Context: an optimization exercise on an open-source flow, tuned for small area, a short achievable clock period and few clock cycles. The choices shown serve that exercise and are no tape-out recipe. In this exercise RTL edits were held to simulation tests only and were not proved equivalent to the original. Power and IR drop assume default switching activity.

==> flow/design.v (outline; a module is shown in full before it is edited, if it fits) <==
// module mul32lo: 1463 lines
// module CPU: 299 lines
module CPU
(
    clk_i,
    rst_i,
    start_i,
    mem_data_i,
    mem_ack_i,
    mem_data_o,
    mem_addr_o,
    mem_enable_o,
    mem_write_o,
    inst_addr_o,
    inst_i,
    wb_en_o,
    wb_addr_o,
    wb_data_o
);
  // ...
==> flow/run.sh <==
#!/bin/bash
# synth_recipe.tcl (not shown) runs the flow's synth.tcl, then flattens the netlist and writes it again
# the make line also repeats each setting of config.mk as NAME=value (left out here)
make -C /OpenROAD-flow-scripts/flow DESIGN_CONFIG=/design/flow/config.mk WORK_HOME=/design/flow/orfs CLKGATE_MAP_FILE= SYNTH_SCRIPT=/design/flow/synth_recipe.tcl finish
==> flow/config.mk <==
export PLATFORM = sky130hd
export DESIGN_NAME = CPU
export DESIGN_NICKNAME = CPU
export VERILOG_FILES = /design/flow/design.v
export SDC_FILE = /design/flow/constraint.sdc
export NUM_CORES = 4
export LEC_CHECK = 0
export ABC_CLOCK_PERIOD_IN_PS = 5000
export CAP_MARGIN = 20
export CELL_PAD_IN_SITES_DETAIL_PLACEMENT = 2
export CELL_PAD_IN_SITES_GLOBAL_PLACEMENT = 2
export CORE_MARGIN = 2
export CORE_UTILIZATION = 50
export PLACE_DENSITY = 0.6
export SLEW_MARGIN = 20
export SYNTH_MEMORY_MAX_BITS = 16384
==> flow/constraint.sdc <==
create_clock -name core_clock -period 20.0 [get_ports {clk_i}]
set_input_delay 4.0000 -clock core_clock [delete_from_list [all_inputs] [get_ports {clk_i}]]
set_output_delay 4.0000 -clock core_clock [all_outputs]
set_load 0.01 [all_outputs]
==> notes.md, run 1 <==
status=stopped before the end; Stop stage=detailed placement; Run Error=[ERROR DPL-0033] detailed placement checks failed during check placement.; initial core utilization=50.2%; largest family of logic cells by synthesized area=compound AO/OA/AOI/OAI gates; ys async rst share=around 1.3%; Simple-Gate Fraction of Synth Area=~5.4%; Adder-Cell Fraction of Synth Area=between 2 and 2.5%; Mean Syn Cell Area=about 17 sq um; HPWL Detailed=around 1700 mm; Synth area leaders=edfxtp_1 75%, a22oi_1 4.9%, fa_1 2.0%; multiplexer share of the synthesized area=1.82%; Synth area leader=edfxtp_1; row count=334; GPL Wtd Cong=just under 1; Synth top cells by count=10.3k x edfxtp_1, 2,732 x a22oi_1, 1,199 x nor2_1; port bufs=646; XOR/XNOR share of the synthesized area=less than 1%; post-synthesis compound-gate area fraction=between 10% and 20%; flops & latches, synth=10.5k; I/O pin count=652; Yosys top cell area share=between 70% and 80%; sequential-to-total area share from yosys stat=between 70 and 80%; chip height=about 920 um; Syn Inst Count=25.2k; ys flop type=edfxtp_1; most frequent cell after synthesis=edfxtp_1
Testbench counts, summed over its fixed seeds: cycles 142,849.
==> module CPU, before the edit <==
module CPU
(
    clk_i,
    rst_i,
    start_i,
    mem_data_i,
    mem_ack_i,
    mem_data_o,
    mem_addr_o,
    mem_enable_o,
    mem_write_o,
    inst_addr_o,
    inst_i,
    wb_en_o,
    wb_addr_o,
    wb_data_o
);
input               clk_i;
input               rst_i;
input               start_i;
input   [255:0]     mem_data_i;
input               mem_ack_i;
output  [255:0]     mem_data_o;
output  [31:0]      mem_addr_o;
output              mem_enable_o;
output              mem_write_o;
output  [31:0]      inst_addr_o;
input   [31:0]      inst_i;
output              wb_en_o;
output  [4:0]       wb_addr_o;
output  [31:0]      wb_data_o;
localparam OP_R = 6'h00, OP_BEQ = 6'h04, OP_ADDI = 6'h08, OP_LW = 6'h23, OP_SW = 6'h2b;
localparam A_ADD = 3'd0, A_SUB = 3'd1, A_AND = 3'd2, A_OR = 3'd3, A_MUL = 3'd4;
wire        mem_stall;       
wire        lu_stall;        
reg  [31:0] pc;
wire [31:0] pc4 = pc + 32'd4;
wire [5:0]  if_op = inst_i[31:26];
wire        if_jump = !(if_op == OP_R || if_op == OP_BEQ || if_op == OP_ADDI ||
                        if_op == OP_LW || if_op == OP_SW);
reg  [31:0] ifid_inst;
reg  [31:0] ifid_pc4;
wire [5:0]  id_op = ifid_inst[31:26];
wire [4:0]  id_rs = ifid_inst[25:21];
wire [4:0]  id_rt = ifid_inst[20:16];
wire [4:0]  id_rd = ifid_inst[15:11];
wire [5:0]  id_funct = ifid_inst[5:0];
wire        id_rtype = (id_op == OP_R);
wire        id_addi  = (id_op == OP_ADDI);
wire        id_lw    = (id_op == OP_LW);
wire        id_sw    = (id_op == OP_SW);
wire        id_beq   = (id_op == OP_BEQ);
wire        id_regwrite = id_rtype | id_addi | id_lw;
wire [4:0]  id_dst   = id_rtype ? id_rd : id_rt;
wire        id_use_rs = id_rtype | id_addi | id_lw | id_sw | id_beq;
wire        id_use_rt = id_rtype | id_sw | id_beq;
wire [31:0] id_imm   = {{16{ifid_inst[15]}}, ifid_inst[15:0]};
reg  [2:0]  id_aluop;
always @(*) begin
    id_aluop = A_ADD;
    if (id_rtype) begin
        case (id_funct)
            6'b100010: id_aluop = A_SUB;
            6'b100100: id_aluop = A_AND;
            6'b100101: id_aluop = A_OR;
            6'b011000: id_aluop = A_MUL;
            default:   id_aluop = A_ADD;
        endcase
    end
end
reg  [31:0] rf [1:31];
reg         memwb_wen;
reg  [4:0]  memwb_rd;
reg  [31:0] memwb_data;
wire [31:0] rf_rs = (id_rs == 5'd0) ? 32'd0 :
                    (memwb_wen && memwb_rd == id_rs) ? memwb_data : rf[id_rs];
wire [31:0] rf_rt = (id_rt == 5'd0) ? 32'd0 :
                    (memwb_wen && memwb_rd == id_rt) ? memwb_data : rf[id_rt];
genvar gi, gw;
generate
    for (gi = 1; gi < 32; gi = gi + 1) begin : g_rf
        always @(posedge clk_i)
            if (memwb_wen && memwb_rd == gi)
                rf[gi] <= memwb_data;
    end
endgenerate
wire        id_taken = id_beq && (rf_rs == rf_rt);
wire [31:0] id_target = ifid_pc4 + {id_imm[29:0], 2'b00};
reg         idex_regwrite, idex_lw, idex_sw, idex_alusrc;
reg  [2:0]  idex_aluop;
reg  [4:0]  idex_dst, idex_rs, idex_rt;
reg  [31:0] idex_a, idex_b, idex_imm;
assign lu_stall = idex_lw && (idex_dst != 5'd0) &&
                  ((id_use_rs && id_rs == idex_dst) || (id_use_rt && id_rt == idex_dst));
reg         exmem_regwrite, exmem_lw, exmem_sw;
reg  [4:0]  exmem_dst;
reg  [31:0] exmem_alu, exmem_sd;
wire        fwd_m_a = exmem_regwrite && (exmem_dst != 5'd0) && (exmem_dst == idex_rs);
wire        fwd_m_b = exmem_regwrite && (exmem_dst != 5'd0) && (exmem_dst == idex_rt);
wire        fwd_w_a = memwb_wen && (memwb_rd == idex_rs);
wire        fwd_w_b = memwb_wen && (memwb_rd == idex_rt);
wire [31:0] ex_a = fwd_m_a ? exmem_alu : fwd_w_a ? memwb_data : idex_a;
wire [31:0] ex_b = fwd_m_b ? exmem_alu : fwd_w_b ? memwb_data : idex_b;
wire [31:0] ex_op2 = idex_alusrc ? idex_imm : ex_b;
wire [31:0] ex_mul;
mul32lo u_mul (.a(ex_a), .b(ex_b), .y(ex_mul));
reg  [31:0] ex_res;
always @(*) begin
    case (idex_aluop)
        A_SUB:   ex_res = ex_a - ex_b;
        A_AND:   ex_res = ex_a & ex_b;
        A_OR:    ex_res = ex_a | ex_b;
        A_MUL:   ex_res = ex_mul;
        default: ex_res = ex_a + ex_op2;
    endcase
end
always @(posedge clk_i or negedge rst_i) begin
    if (!rst_i) begin
        pc <= 32'd0;
    end else if (!start_i) begin
        if (!mem_stall) pc <= 32'd0;
    end else if (!mem_stall && !lu_stall) begin
        if (id_taken)
            pc <= id_target;
        else if (if_jump)
            pc <= {pc4[31:28], inst_i[25:0], 2'b00};
        else
            pc <= pc4;
    end
end
always @(posedge clk_i or negedge rst_i) begin
    if (!rst_i) begin
        ifid_inst <= 32'd0;
    end else if (!mem_stall && !lu_stall) begin
        ifid_inst <= id_taken ? 32'd0 : inst_i;
    end
end
always @(posedge clk_i) begin
    if (!mem_stall && !lu_stall)
        ifid_pc4 <= pc4;
end
always @(posedge clk_i or negedge rst_i) begin
    if (!rst_i) begin
        idex_regwrite <= 1'b0;
        idex_lw       <= 1'b0;
        idex_sw       <= 1'b0;
    end else if (!mem_stall) begin
        idex_regwrite <= id_regwrite && !lu_stall;
        idex_lw       <= id_lw && !lu_stall;
        idex_sw       <= id_sw && !lu_stall;
    end
end
always @(posedge clk_i) begin
    if (!mem_stall) begin
        idex_alusrc <= id_addi | id_lw | id_sw;
        idex_aluop  <= id_aluop;
        idex_dst    <= id_dst;
        idex_rs     <= id_rs;
        idex_rt     <= id_rt;
        idex_a      <= rf_rs;
        idex_b      <= rf_rt;
        idex_imm    <= id_imm;
    end else begin
        idex_a      <= ex_a;
        idex_b      <= ex_b;
    end
end
always @(posedge clk_i or negedge rst_i) begin
    if (!rst_i) begin
        exmem_regwrite <= 1'b0;
        exmem_lw       <= 1'b0;
        exmem_sw       <= 1'b0;
    end else if (!mem_stall) begin
        exmem_regwrite <= idex_regwrite;
        exmem_lw       <= idex_lw;
        exmem_sw       <= idex_sw;
    end
end
always @(posedge clk_i) begin
    if (!mem_stall) begin
        exmem_dst <= idex_dst;
        exmem_alu <= ex_res;
        exmem_sd  <= ex_b;
    end
end
wire [4:0]  m_idx = exmem_alu[9:5];
wire [2:0]  m_off = exmem_alu[4:2];
wire [21:0] m_tag = exmem_alu[31:10];
wire        m_req = exmem_lw | exmem_sw;
reg  [21:0] tag_q [0:31];
reg  [31:0] valid_q, dirty_q;
wire [255:0] line_q [0:31];
wire [255:0] line_rd = line_q[m_idx];
wire [21:0]  tag_rd  = tag_q[m_idx];
wire         valid_rd = valid_q[m_idx];
wire         dirty_rd = dirty_q[m_idx];
wire         hit = valid_rd && (tag_rd == m_tag);
localparam S_IDLE = 2'd0, S_WBACK = 2'd1, S_READ = 2'd2;
reg  [1:0]   state;
reg          mem_en_q, mem_we_q;
reg  [26:0]  mem_line_q;
reg  [255:0] mem_data_q;
wire         fill = (state == S_READ) && mem_ack_i;
wire         m_miss = m_req && !hit;
assign mem_stall = m_req && !(state == S_IDLE && hit) && !fill;
always @(posedge clk_i or negedge rst_i) begin
    if (!rst_i) begin
        state    <= S_IDLE;
        mem_en_q <= 1'b0;
        mem_we_q <= 1'b0;
    end else begin
        case (state)
            S_IDLE:
                if (m_miss) begin
                    mem_en_q <= 1'b1;
                    if (valid_rd && dirty_rd) begin
                        mem_we_q <= 1'b1;
                        state    <= S_WBACK;
                    end else begin
                        mem_we_q <= 1'b0;
                        state    <= S_READ;
                    end
                end
            S_WBACK:
                if (mem_ack_i) begin
                    mem_we_q <= 1'b0;
                    state    <= S_READ;
                end
            S_READ:
                if (mem_ack_i) begin
                    mem_en_q <= 1'b0;
                    state    <= S_IDLE;
                end
            default: state <= S_IDLE;
        endcase
    end
end
always @(posedge clk_i) begin
    if (state == S_IDLE) begin
        mem_line_q <= (valid_rd && dirty_rd) ? {tag_rd, m_idx} : exmem_alu[31:5];
        mem_data_q <= line_rd;
    end else if (state == S_WBACK && mem_ack_i) begin
        mem_line_q <= exmem_alu[31:5];
    end
end
assign mem_enable_o = mem_en_q;
assign mem_write_o  = mem_we_q;
assign mem_addr_o   = {mem_line_q, 5'b0};
assign mem_data_o   = mem_data_q;
wire [31:0]  m_wdata [0:7];
wire [7:0]   m_wsel;
generate
    for (gw = 0; gw < 8; gw = gw + 1) begin : g_wd
        wire st_word = exmem_sw && (m_off == gw);
        assign m_wdata[gw] = (fill && !st_word) ? mem_data_i[gw*32 +: 32] : exmem_sd;
        assign m_wsel[gw]  = fill || (exmem_sw && state == S_IDLE && hit && m_off == gw);
    end
    for (gi = 0; gi < 32; gi = gi + 1) begin : g_line
        wire sel = (m_idx == gi);
        for (gw = 0; gw < 8; gw = gw + 1) begin : g_word
            reg [31:0] d;
            always @(posedge clk_i)
                if (sel && m_wsel[gw])
                    d <= m_wdata[gw];
            assign line_q[gi][gw*32 +: 32] = d;
        end
        always @(posedge clk_i)
            if (sel && fill)
                tag_q[gi] <= m_tag;
    end
endgenerate
always @(posedge clk_i or negedge rst_i) begin
    if (!rst_i) begin
        valid_q <= 32'd0;
        dirty_q <= 32'd0;
    end else if (fill) begin
        valid_q[m_idx] <= 1'b1;
        dirty_q[m_idx] <= exmem_sw;
    end else if (exmem_sw && state == S_IDLE && hit) begin
        dirty_q[m_idx] <= 1'b1;
    end
end
wire [255:0] ld_line = fill ? mem_data_i : line_rd;
wire [31:0]  ld_word = ld_line[m_off*32 +: 32];
always @(posedge clk_i or negedge rst_i) begin
    if (!rst_i)
        memwb_wen <= 1'b0;
    else
        memwb_wen <= exmem_regwrite && (exmem_dst != 5'd0) && !mem_stall;
end
always @(posedge clk_i) begin
    memwb_rd   <= exmem_dst;
    memwb_data <= exmem_lw ? ld_word : exmem_alu;
end
assign inst_addr_o = pc;
assign wb_en_o     = memwb_wen;
assign wb_addr_o   = memwb_rd;
assign wb_data_o   = memwb_data;
endmodule
==> run 2: changes to the inputs <==
--- a/flow/design.v
+++ b/flow/design.v
@@ -1,2 +1,2 @@
-module mul32lo(input [31:0] a, input [31:0] b, output [31:0] y);
+module mul32cs(input [31:0] a, input [31:0] b, output [31:0] ra, output [31:0] rb);
   wire pp0_0 = a[0] & b[0];
@@ -1459,5 +1459,4 @@
   wire t930 = (t811 & t868) | (t869 & (t811 ^ t868));
-  wire [31:0] ra = {t928, t926, t924, t922, t920, t918, t916, t914, t912, t910, t908, t906, t904, t902, t900, t898, t896, t894, t892, t890, t888, t886, t884, t882, t880, t878, t876, t874, t872, pp2_0, pp0_1, pp0_0};
-  wire [31:0] rb = {t929, t927, t925, t923, t921, t919, t917, t915, t913, t911, t909, t907, t905, t903, t901, t899, t897, t895, t893, t891, t889, t887, t885, t883, t881, t879, t877, t875, t873, t871, pp1_0, 1'b0};
-  assign y = ra + rb;
+  assign ra = {t928, t926, t924, t922, t920, t918, t916, t914, t912, t910, t908, t906, t904, t902, t900, t898, t896, t894, t892, t890, t888, t886, t884, t882, t880, t878, t876, t874, t872, pp2_0, pp0_1, pp0_0};
+  assign rb = {t929, t927, t925, t923, t921, t919, t917, t915, t913, t911, t909, t907, t905, t903, t901, t899, t897, t895, t893, t891, t889, t887, t885, t883, t881, t879, t877, t875, t873, t871, pp1_0, 1'b0};
 endmodule
@@ -1497,2 +1496,3 @@
 wire        mem_stall;       
+wire        ex_hold;         
 wire        lu_stall;        
@@ -1503,2 +1503,4 @@
                         if_op == OP_LW || if_op == OP_SW);
+wire        if_bself = (if_op == OP_BEQ) && (inst_i[25:21] == inst_i[20:16]);
+wire [31:0] if_btarget = pc4 + {{14{inst_i[15]}}, inst_i[15:0], 2'b00};
 reg  [31:0] ifid_inst;
@@ -1551,3 +1553,3 @@
 wire [31:0] id_target = ifid_pc4 + {id_imm[29:0], 2'b00};
-reg         idex_regwrite, idex_lw, idex_sw, idex_alusrc;
+reg         idex_regwrite, idex_lw, idex_sw, idex_mul, idex_alusrc;
 reg  [2:0]  idex_aluop;
@@ -1555,16 +1557,24 @@
 reg  [31:0] idex_a, idex_b, idex_imm;
-assign lu_stall = idex_lw && (idex_dst != 5'd0) &&
+reg         idex_fm_a, idex_fm_b, idex_fw_a, idex_fw_b, idex_fr_a, idex_fr_b;
+assign lu_stall = (idex_lw || idex_mul) && (idex_dst != 5'd0) &&
                   ((id_use_rs && id_rs == idex_dst) || (id_use_rt && id_rt == idex_dst));
-reg         exmem_regwrite, exmem_lw, exmem_sw;
+reg         exmem_regwrite, exmem_lw, exmem_sw, exmem_mul;
+reg  [31:0] exmem_ra, exmem_rb;
 reg  [4:0]  exmem_dst;
-reg  [31:0] exmem_alu, exmem_sd;
-wire        fwd_m_a = exmem_regwrite && (exmem_dst != 5'd0) && (exmem_dst == idex_rs);
-wire        fwd_m_b = exmem_regwrite && (exmem_dst != 5'd0) && (exmem_dst == idex_rt);
-wire        fwd_w_a = memwb_wen && (memwb_rd == idex_rs);
-wire        fwd_w_b = memwb_wen && (memwb_rd == idex_rt);
-wire [31:0] ex_a = fwd_m_a ? exmem_alu : fwd_w_a ? memwb_data : idex_a;
-wire [31:0] ex_b = fwd_m_b ? exmem_alu : fwd_w_b ? memwb_data : idex_b;
+reg  [31:0] exmem_alu;
+reg  [31:0] exmem_addr, exmem_sd;
+reg         exmem_msw;
+reg         exmem_hit;
+reg  [31:0] exmem_sel;    
+reg  [31:0] exmem_selh;   
+reg  [31:0] exmem_wsel;   
+wire        id_fm_a = idex_regwrite && (idex_dst != 5'd0) && (idex_dst == id_rs);
+wire        id_fm_b = idex_regwrite && (idex_dst != 5'd0) && (idex_dst == id_rt);
+wire        id_fw_a = exmem_regwrite && (exmem_dst != 5'd0) && (exmem_dst == id_rs);
+wire        id_fw_b = exmem_regwrite && (exmem_dst != 5'd0) && (exmem_dst == id_rt);
+wire [31:0] ex_a = ({32{idex_fm_a}} & exmem_alu) | ({32{idex_fw_a}} & memwb_data) | ({32{idex_fr_a}} & idex_a);
+wire [31:0] ex_b = ({32{idex_fm_b}} & exmem_alu) | ({32{idex_fw_b}} & memwb_data) | ({32{idex_fr_b}} & idex_b);
 wire [31:0] ex_op2 = idex_alusrc ? idex_imm : ex_b;
-wire [31:0] ex_mul;
-mul32lo u_mul (.a(ex_a), .b(ex_b), .y(ex_mul));
+wire [31:0] ex_ra, ex_rb;
+mul32cs u_mul (.a(ex_a), .b(ex_b), .ra(ex_ra), .rb(ex_rb));
 reg  [31:0] ex_res;
@@ -1575,3 +1585,2 @@
         A_OR:    ex_res = ex_a | ex_b;
-        A_MUL:   ex_res = ex_mul;
         default: ex_res = ex_a + ex_op2;
@@ -1584,5 +1593,7 @@
         if (!mem_stall) pc <= 32'd0;
-    end else if (!mem_stall && !lu_stall) begin
+    end else if (!mem_stall && !ex_hold && !lu_stall) begin
         if (id_taken)
             pc <= id_target;
+        else if (if_bself)
+            pc <= if_btarget;
         else if (if_jump)
@@ -1596,4 +1607,4 @@
         ifid_inst <= 32'd0;
-    end else if (!mem_stall && !lu_stall) begin
-        ifid_inst <= id_taken ? 32'd0 : inst_i;
+    end else if (!mem_stall && !ex_hold && !lu_stall) begin
+        ifid_inst <= (id_taken || if_bself) ? 32'd0 : inst_i;
     end
@@ -1601,3 +1612,3 @@
 always @(posedge clk_i) begin
-    if (!mem_stall && !lu_stall)
+    if (!mem_stall && !ex_hold && !lu_stall)
         ifid_pc4 <= pc4;
@@ -1609,3 +1620,4 @@
         idex_sw       <= 1'b0;
-    end else if (!mem_stall) begin
+        idex_mul      <= 1'b0;
+    end else if (!mem_stall && !ex_hold) begin
         idex_regwrite <= id_regwrite && !lu_stall;
@@ -1613,2 +1625,3 @@
         idex_sw       <= id_sw && !lu_stall;
+        idex_mul      <= (id_aluop == A_MUL) && !lu_stall;
     end
@@ -1616,3 +1629,3 @@
 always @(posedge clk_i) begin
-    if (!mem_stall) begin
+    if (!mem_stall && !ex_hold) begin
         idex_alusrc <= id_addi | id_lw | id_sw;
@@ -1625,2 +1638,8 @@
         idex_imm    <= id_imm;
+        idex_fm_a   <= id_fm_a;
+        idex_fm_b   <= id_fm_b;
+        idex_fw_a   <= id_fw_a && !id_fm_a;
+        idex_fw_b   <= id_fw_b && !id_fm_b;
+        idex_fr_a   <= !id_fw_a && !id_fm_a;
+        idex_fr_b   <= !id_fw_b && !id_fm_b;
     end else begin
@@ -1628,2 +1647,8 @@
         idex_b      <= ex_b;
+        idex_fm_a   <= 1'b0;
+        idex_fm_b   <= 1'b0;
+        idex_fw_a   <= 1'b0;
+        idex_fw_b   <= 1'b0;
+        idex_fr_a   <= 1'b1;
+        idex_fr_b   <= 1'b1;
     end
@@ -1635,6 +1660,8 @@
         exmem_sw       <= 1'b0;
+        exmem_mul      <= 1'b0;
     end else if (!mem_stall) begin
-        exmem_regwrite <= idex_regwrite;
-        exmem_lw       <= idex_lw;
-        exmem_sw       <= idex_sw;
+        exmem_regwrite <= idex_regwrite && !ex_hold;
+        exmem_lw       <= idex_lw && !ex_hold;
+        exmem_sw       <= idex_sw && !ex_hold;
+        exmem_mul      <= idex_mul && !ex_hold;
     end
@@ -1645,9 +1672,9 @@
         exmem_alu <= ex_res;
-        exmem_sd  <= ex_b;
+        exmem_ra  <= ex_ra;
+        exmem_rb  <= ex_rb;
     end
 end
-wire [4:0]  m_idx = exmem_alu[9:5];
-wire [2:0]  m_off = exmem_alu[4:2];
-wire [21:0] m_tag = exmem_alu[31:10];
-wire        m_req = exmem_lw | exmem_sw;
+wire [4:0]  m_idx = exmem_addr[9:5];
+wire [2:0]  m_off = exmem_addr[4:2];
+wire [21:0] m_tag = exmem_addr[31:10];
 reg  [21:0] tag_q [0:31];
@@ -1655,15 +1682,60 @@
 wire [255:0] line_q [0:31];
-wire [255:0] line_rd = line_q[m_idx];
-wire [21:0]  tag_rd  = tag_q[m_idx];
-wire         valid_rd = valid_q[m_idx];
-wire         dirty_rd = dirty_q[m_idx];
-wire         hit = valid_rd && (tag_rd == m_tag);
-localparam S_IDLE = 2'd0, S_WBACK = 2'd1, S_READ = 2'd2;
+reg  [255:0] line_rd;
+integer li;
+always @(*) begin
+    line_rd = 256'd0;
+    for (li = 0; li < 32; li = li + 1)
+        line_rd = line_rd | {{128{exmem_selh[li]}} & line_q[li][255:128],
+                             {128{exmem_sel[li]}} & line_q[li][127:0]};
+end
+localparam S_IDLE = 2'd0, S_WBACK = 2'd2, S_READ = 2'd3;
 reg  [1:0]   state;
 reg          mem_en_q, mem_we_q;
-reg  [26:0]  mem_line_q;
-reg  [255:0] mem_data_q;
+reg  [21:0]  exmem_vtag;    
 wire         fill = (state == S_READ) && mem_ack_i;
-wire         m_miss = m_req && !hit;
-assign mem_stall = m_req && !(state == S_IDLE && hit) && !fill;
+wire         busy = (state != S_IDLE);
+assign mem_stall = exmem_lw && !exmem_hit && !fill;
+wire [31:0] e_addr = ex_a + idex_imm;
+wire [4:0]  e_idx  = e_addr[9:5];
+wire [21:0] e_tag  = e_addr[31:10];
+wire        e_req  = idex_lw | idex_sw;
+wire        m_pend = exmem_lw | exmem_sw | busy;
+wire        e_same = m_pend && (e_idx == m_idx);
+assign ex_hold = e_req && busy && !fill;
+wire        e_adv  = !mem_stall && !ex_hold && e_req;
+wire [21:0] e_ltag  = e_same ? m_tag : tag_q[e_idx];
+wire        e_valid = e_same | valid_q[e_idx];
+wire        e_dirty = e_same ? (exmem_msw | (dirty_q[e_idx] & !busy)) : dirty_q[e_idx];
+wire [31:0] e_match;
+generate
+    for (gi = 0; gi < 32; gi = gi + 1) begin : g_match
+        assign e_match[gi] = valid_q[gi] && (tag_q[gi] == e_tag);
+    end
+endgenerate
+wire        e_hit   = e_same ? (m_tag == e_tag) : e_match[e_idx];
+wire        e_wback = e_valid && e_dirty;
+wire        e_miss_in = e_adv && !e_hit;
+always @(posedge clk_i or negedge rst_i) begin
+    if (!rst_i) begin
+        exmem_hit <= 1'b0;
+    end else if (e_adv) begin
+        exmem_hit <= e_hit;
+    end
+end
+always @(posedge clk_i)
+    if (e_adv) begin
+        exmem_sel  <= 32'd1 << e_idx;
+        exmem_addr <= e_addr;
+        exmem_sd   <= ex_b;
+        exmem_msw  <= idex_sw;
+        exmem_vtag <= e_ltag;
+    end
+always @(posedge clk_i or negedge rst_i)
+    if (!rst_i) begin
+        exmem_wsel <= 32'd0;
+        exmem_selh <= 32'd0;
+    end else if (e_adv) begin
+        exmem_wsel <= 32'd1 << e_idx;
+        exmem_selh <= 32'd1 << e_idx;
+    end
 always @(posedge clk_i or negedge rst_i) begin
@@ -1673,15 +1745,8 @@
         mem_we_q <= 1'b0;
+    end else if (e_miss_in) begin
+        mem_en_q <= 1'b1;
+        mem_we_q <= e_wback;
+        state    <= e_wback ? S_WBACK : S_READ;
     end else begin
         case (state)
-            S_IDLE:
-                if (m_miss) begin
-                    mem_en_q <= 1'b1;
-                    if (valid_rd && dirty_rd) begin
-                        mem_we_q <= 1'b1;
-                        state    <= S_WBACK;
-                    end else begin
-                        mem_we_q <= 1'b0;
-                        state    <= S_READ;
-                    end
-                end
             S_WBACK:
@@ -1700,24 +1765,17 @@
 end
-always @(posedge clk_i) begin
-    if (state == S_IDLE) begin
-        mem_line_q <= (valid_rd && dirty_rd) ? {tag_rd, m_idx} : exmem_alu[31:5];
-        mem_data_q <= line_rd;
-    end else if (state == S_WBACK && mem_ack_i) begin
-        mem_line_q <= exmem_alu[31:5];
-    end
-end
 assign mem_enable_o = mem_en_q;
 assign mem_write_o  = mem_we_q;
-assign mem_addr_o   = {mem_line_q, 5'b0};
-assign mem_data_o   = mem_data_q;
+assign mem_addr_o   = {(mem_we_q ? {exmem_vtag, m_idx} : exmem_addr[31:5]), 5'b0};
+assign mem_data_o   = line_rd;
 wire [31:0]  m_wdata [0:7];
 wire [7:0]   m_wsel;
+wire         st_hit = exmem_sw && exmem_hit;
 generate
     for (gw = 0; gw < 8; gw = gw + 1) begin : g_wd
-        wire st_word = exmem_sw && (m_off == gw);
-        assign m_wdata[gw] = (fill && !st_word) ? mem_data_i[gw*32 +: 32] : exmem_sd;
-        assign m_wsel[gw]  = fill || (exmem_sw && state == S_IDLE && hit && m_off == gw);
+        wire st_word = exmem_msw && (m_off == gw);
+        assign m_wdata[gw] = (state == S_READ && !st_word) ? mem_data_i[gw*32 +: 32] : exmem_sd;
+        assign m_wsel[gw]  = fill || (st_hit && m_off == gw);
     end
     for (gi = 0; gi < 32; gi = gi + 1) begin : g_line
-        wire sel = (m_idx == gi);
+        wire sel = exmem_wsel[gi];
         for (gw = 0; gw < 8; gw = gw + 1) begin : g_word
@@ -1740,4 +1798,4 @@
         valid_q[m_idx] <= 1'b1;
-        dirty_q[m_idx] <= exmem_sw;
-    end else if (exmem_sw && state == S_IDLE && hit) begin
+        dirty_q[m_idx] <= exmem_msw;
+    end else if (st_hit) begin
         dirty_q[m_idx] <= 1'b1;
@@ -1745,4 +1803,4 @@
 end
-wire [255:0] ld_line = fill ? mem_data_i : line_rd;
-wire [31:0]  ld_word = ld_line[m_off*32 +: 32];
+wire [31:0]  mem_word  = mem_data_i[m_off*32 +: 32];
+wire [31:0]  line_word = line_rd[m_off*32 +: 32];
 always @(posedge clk_i or negedge rst_i) begin
@@ -1751,12 +1809,21 @@
     else
-        memwb_wen <= exmem_regwrite && (exmem_dst != 5'd0) && !mem_stall;
+        memwb_wen <= wb_next;
 end
+wire [31:0]  m_res = exmem_lw ? line_word : exmem_mul ? (exmem_ra + exmem_rb) : exmem_alu;
+wire         wb_next = exmem_regwrite && (exmem_dst != 5'd0) && !mem_stall;
 always @(posedge clk_i) begin
     memwb_rd   <= exmem_dst;
-    memwb_data <= exmem_lw ? ld_word : exmem_alu;
+    memwb_data <= (state == S_READ && exmem_lw) ? mem_word : m_res;
 end
+reg  [4:0]   wb_addr_q;
+reg  [31:0]  wb_data_q;
+always @(posedge clk_i)
+    if (wb_next) begin
+        wb_addr_q <= exmem_dst;
+        wb_data_q <= (state == S_READ && exmem_lw) ? mem_word : m_res;
+    end
 assign inst_addr_o = pc;
 assign wb_en_o     = memwb_wen;
-assign wb_addr_o   = memwb_rd;
-assign wb_data_o   = memwb_data;
+assign wb_addr_o   = wb_addr_q;
+assign wb_data_o   = wb_data_q;
 endmodule
==> flow/flow/run.sh (new file) <==
#!/bin/bash
set -euo pipefail
export SETUP_SLACK_MARGIN=${FLOW_SETUP_MARGIN:-12}
bash standard.sh > standard.log 2>&1
==> flow/standard.sh (new file) <==
#!/bin/bash
# synth_recipe.tcl (not shown) runs the flow's synth.tcl, then flattens the netlist and writes it again
# the make line also repeats each setting of config.mk as NAME=value (left out here)
make -C /OpenROAD-flow-scripts/flow DESIGN_CONFIG=/design/flow/config.mk WORK_HOME=/design/flow/orfs CLKGATE_MAP_FILE= SYNTH_SCRIPT=/design/flow/synth_recipe.tcl "${@:-finish}"
--- a/flow/config.mk
+++ b/flow/config.mk
@@ -12,4 +12,4 @@
 export CORE_MARGIN = 2
-export CORE_UTILIZATION = 50
-export PLACE_DENSITY = 0.6
+export CORE_UTILIZATION = 35
+export PLACE_DENSITY = 0.5
 export SLEW_MARGIN = 20
removed: flow/run.sh
==> notes.md, run 2 <==
status=no timing/DRC/antenna violations (was stopped before the end); CP Capture Type=primary output; final wirelength=around 2700 mm; fillcell total=roughly 110k; Die Footprint=1.22 sq mm; fin util=approximately 43%; Synth area leader=edfxtp_1 (unchanged); maximum vdd drop=about 0.35 mV; combinational share of power=between 40% and 50%; max FFs per register=about 8.2k; multi-input logic area=between 0.1 and 0.15 sq mm; Top reg by flops=g_line.g_word.d; CTS tree=built; kind of critical path=reg -> out; DR pass1 iterations=9; Int Power=approximately 49,000 uW; dpl ws=approximately 9.5 ns; HP Class=reg -> reg; grt met3 use=10.4%; CP Max Fanout=24; Die Width=1.11 mm (was 915 um); WL/cell=about 57 um; most frequent cell after synthesis=edfxtp_1 (unchanged); gr usage total=a little over two fifths; chip height=1.11 mm (was 915 um); Clk pwr share=a little over a quarter; EDFF count, synth=10.2k (was 10.3k); met2 usage=62.2%; # setup viols final=0; Final Cell Area=0.521 sq mm; max-slew violation count=0; HPWL Detailed=1480 mm (was 1750 mm); TritonCTS Buffers=1,279; ys flop type=edfxtp_1 (unchanged); area grow syn2layout=22.7%; vias=about 320k; Most Crowded Layer GR=met2; Nets=just under 30k; sequential-to-total area share from yosys stat=73.6% (was 75.8%); ys async rst share=1.66% (was 1.32%); I/O pin count=652 (unchanged); max frequency=0.122 GHz; drt via density=between 6 and 7; fin crit share=about 41%; Skew-Pair Late Insertion Delay=between 1 and 1.5 ns; Yosys top cell area share=72.1% (was 74.5%); Max-cap violations=0; Placed Area=0.456 sq mm; Unique masters post-synth=111 (was 107); flops & latches, synth=10.5k (about the same); Mean Syn Cell Area=16.0 sq um (was 16.5 sq um); Critical Path Start=exmem_sel[12]; layout cells sized above 1=between 10% and 20%; R2R Setup Slk=11.89 ns; Core ar.=about 1.2 sq mm; Power Dens Cells=about 160 mW/mm^2; CTS Root Cell=clkbuf_16; clk sink count=approximately 10k; Fin Clk Skew=~0.16 ns; R2R cell count=25; worst-case clock buffer depth=6; reg2reg start=idex_fr_b; register share of total power=31.7%; vias in the first global route=a little over 300k; initial antenna violation count=roughly 440; post-synthesis cell area=0.425 sq mm (was 0.415 sq mm); most common cell after layout, fill and taps aside=edfxtp_1; placed insts=roughly 42k; Clock Pin Slew Worst Setup and Hold Paths=0.06 ns; post-route insts no fill=~47k; DRC errors left=0; CP endpoint=mem_data_o[98]; # H-tree levels=7; antenna viol nets, final=0; worst slew pin tran=about 1.3 ns; min cycle time layout=between 8 and 9 ns; Synth area leaders=edfxtp_1 72%, a22oi_1 6.9%, fa_1 1.9% (was edfxtp_1 75%, a22oi_1 4.9%, fa_1 2.0%); critical path required time=between 15 and 20 ns; Synth top cells by count=10.2k x edfxtp_1, 3,908 x a22oi_1, 1,205 x clkbuf_1 (was 10.3k x edfxtp_1, 2,732 x a22oi_1, 1,199 x nor2_1); total grt overflow=0; final hold vios=0; port bufs=646 (unchanged); row count=404 (was 334); GPL Wtd Cong=0.939 (was 0.992); met1 usage=between 50% and 60%; first-pass GRT wire length=~3300 mm; CP arrival=between 4 and 5 ns; sw frac=40.8%; biggest regs=g_line.g_word.d x8192, rf x992, tag_q x704; LEAKAGE=0.171 uW; Yosys warnings=35 (unchanged); initial core utilization=35.1% (was 50.2%); largest net degree at the start of global routing=67; Startpoint Class=flip-flop; final worst slack=11.83 ns; drt initial violations=approximately 59k; register area=between 0.3 and 0.4 sq mm; Hold-fix buffers, CTS=0; switching power=between 30,000 and 40,000 uW; Max-Slew Margin vs Limit=10.1%; RSZ-0062 raised after global routing=yes; FF-to-FF End=exmem_alu[31]; commonest cells after routing, fill and taps aside=10.2k x edfxtp_1, 3,797 x a22oi_1, 1,483 x buf_4; Syn Inst Count=26.5k (was 25.2k); Fin Setup TNS=0 ns
-- run 2: changes by cell type after synthesis, moves of 250 or more --
cell and change:
a22o_1 -252, a22oi_1 +1176, and2_1 +257, nand3_1 +497, nor2_1 -293, or4_1 +250, xnor2_1 +384, xor2_1 +257
-- run 2: worst min path at each step --
stage	slack, ns	start	end	cells after the start
after floorplan	0.43	valid_q[0]	valid_q[0]	1
final	0.47	valid_q[6]	valid_q[6]	1
after global routing	0.49	valid_q[30]	valid_q[30]	1
after global placement	0.44	valid_q[28]	valid_q[28]	1
after detailed placement	0.45	valid_q[6]	valid_q[6]	1
after CTS	0.47	valid_q[6]	valid_q[6]	1
-- run 2: power groups by stage --
stage | registers (uW) | logic (uW) | clock network [uW]
floorplan | 26400 | 11800 | 0
global placement | 26600 | 28600 | 0
detailed placement | 26600 | 28800 | 0
CTS | 26000 | 32300 | 22500
global route | 26000 | 33800 | 23300
finish | 26000 | 33500 | 22500
-- run 2: logic make-up (layout without fill, tap and decap cells) --
family / after synthesis / after routing / synth area share, %
other: 1 / 752 / 0.000883
XOR/XNOR: 952 / 952 / 2.11
buffers and inverters: 2383 / 5702 / 2.19
AND/OR/NAND/NOR: 4797 / 4797 / 5.91
multiplexers: 520 / 520 / 1.78
adder cells (fa/ha/maj): 596 / 596 / 2.48
AO/OA/AOI/OAI: 6748 / 6748 / 11.9
flip-flops: 10500 / 10500 / 73.6
-- run 2: critical path: stages (launching register included) --
cell and delay, ns:
edfxtp_1 0.40, buf_4 0.17, buf_16 0.16, buf_16 0.28
buf_12 0.14, buf_8 0.18, a22oi_2 0.23, nand3_1 0.15
or4_4 0.73, clkbuf_2 0.20
-- run 2: per-layer routing --
layer | share of wire [%] | up-vias
met5 | 0.069 | -
met3 | 11 | 5213
met1 | 38 | 178000
met2 | 43 | 24900
met4 | 6.8 | 172
li1 | - | 113000
-- run 2: per-stage QoR --
step	hold slack (ns)	power, uW
after CTS	0.468	80800
after global routing	0.491	83100
after floorplan	0.428	38200
after detailed placement	0.449	55400
final	0.466	82000
after global placement	0.441	55200
-- run 2: area by class of cell --
class | instances | share of cell area (%)
Antenna cell | 747 | 0.359
Multi-Input combinational cell | 13600 | 20.9
Inverter | 589 | 0.443
Tap cell | 16000 | 3.85
Sequential cell | 10500 | 60.0
Clock buffer | 1614 | 6.47
Timing Repair Buffer | 2947 | 7.04
Clock inverter | 552 | 0.880
-- run 2: timing repair --
action / in CTS / in global routing
setup endpoints to repair: 358 / 217
pin swaps: 395 / 180
gates cloned: 233 / 13
resized for setup: 2385 / 318
buffers inserted: 840 / 117
Testbench counts of run 2, summed over its fixed seeds: cycles 130,011.

-- re-timing with driven ports --
No port has a modelled driver above. Below, the same layout with a new extraction and two added sets of constraints.
Step 1 sets driving cells, clkbuf_16 on the clock port and buf_2 on the other inputs (assumed; they add their load-dependent delay and slew).
Step 2, shift: input delay + t, output delay - t, t = (earliest + latest rising clock arrival at the registers) / 2. This alone moves slack from input paths to output paths.
Three values: ideal, step 1, step 2; two values: the first two.
run: run 2
t (ns): 1.437
setup WS [ns]: 11.825 / 11.652 / 10.605
hold slack, ns: 0.466 / 0.466 / 0.466
latest minus earliest clock arrival (ns): 0.166 / 0.165
worst slew at a driven data input, ns: 0.56
After both steps run 2 still meets setup and hold. The setup slack of run 2 moves by -0.173 ns with the drivers and by -1.220 ns with both steps.
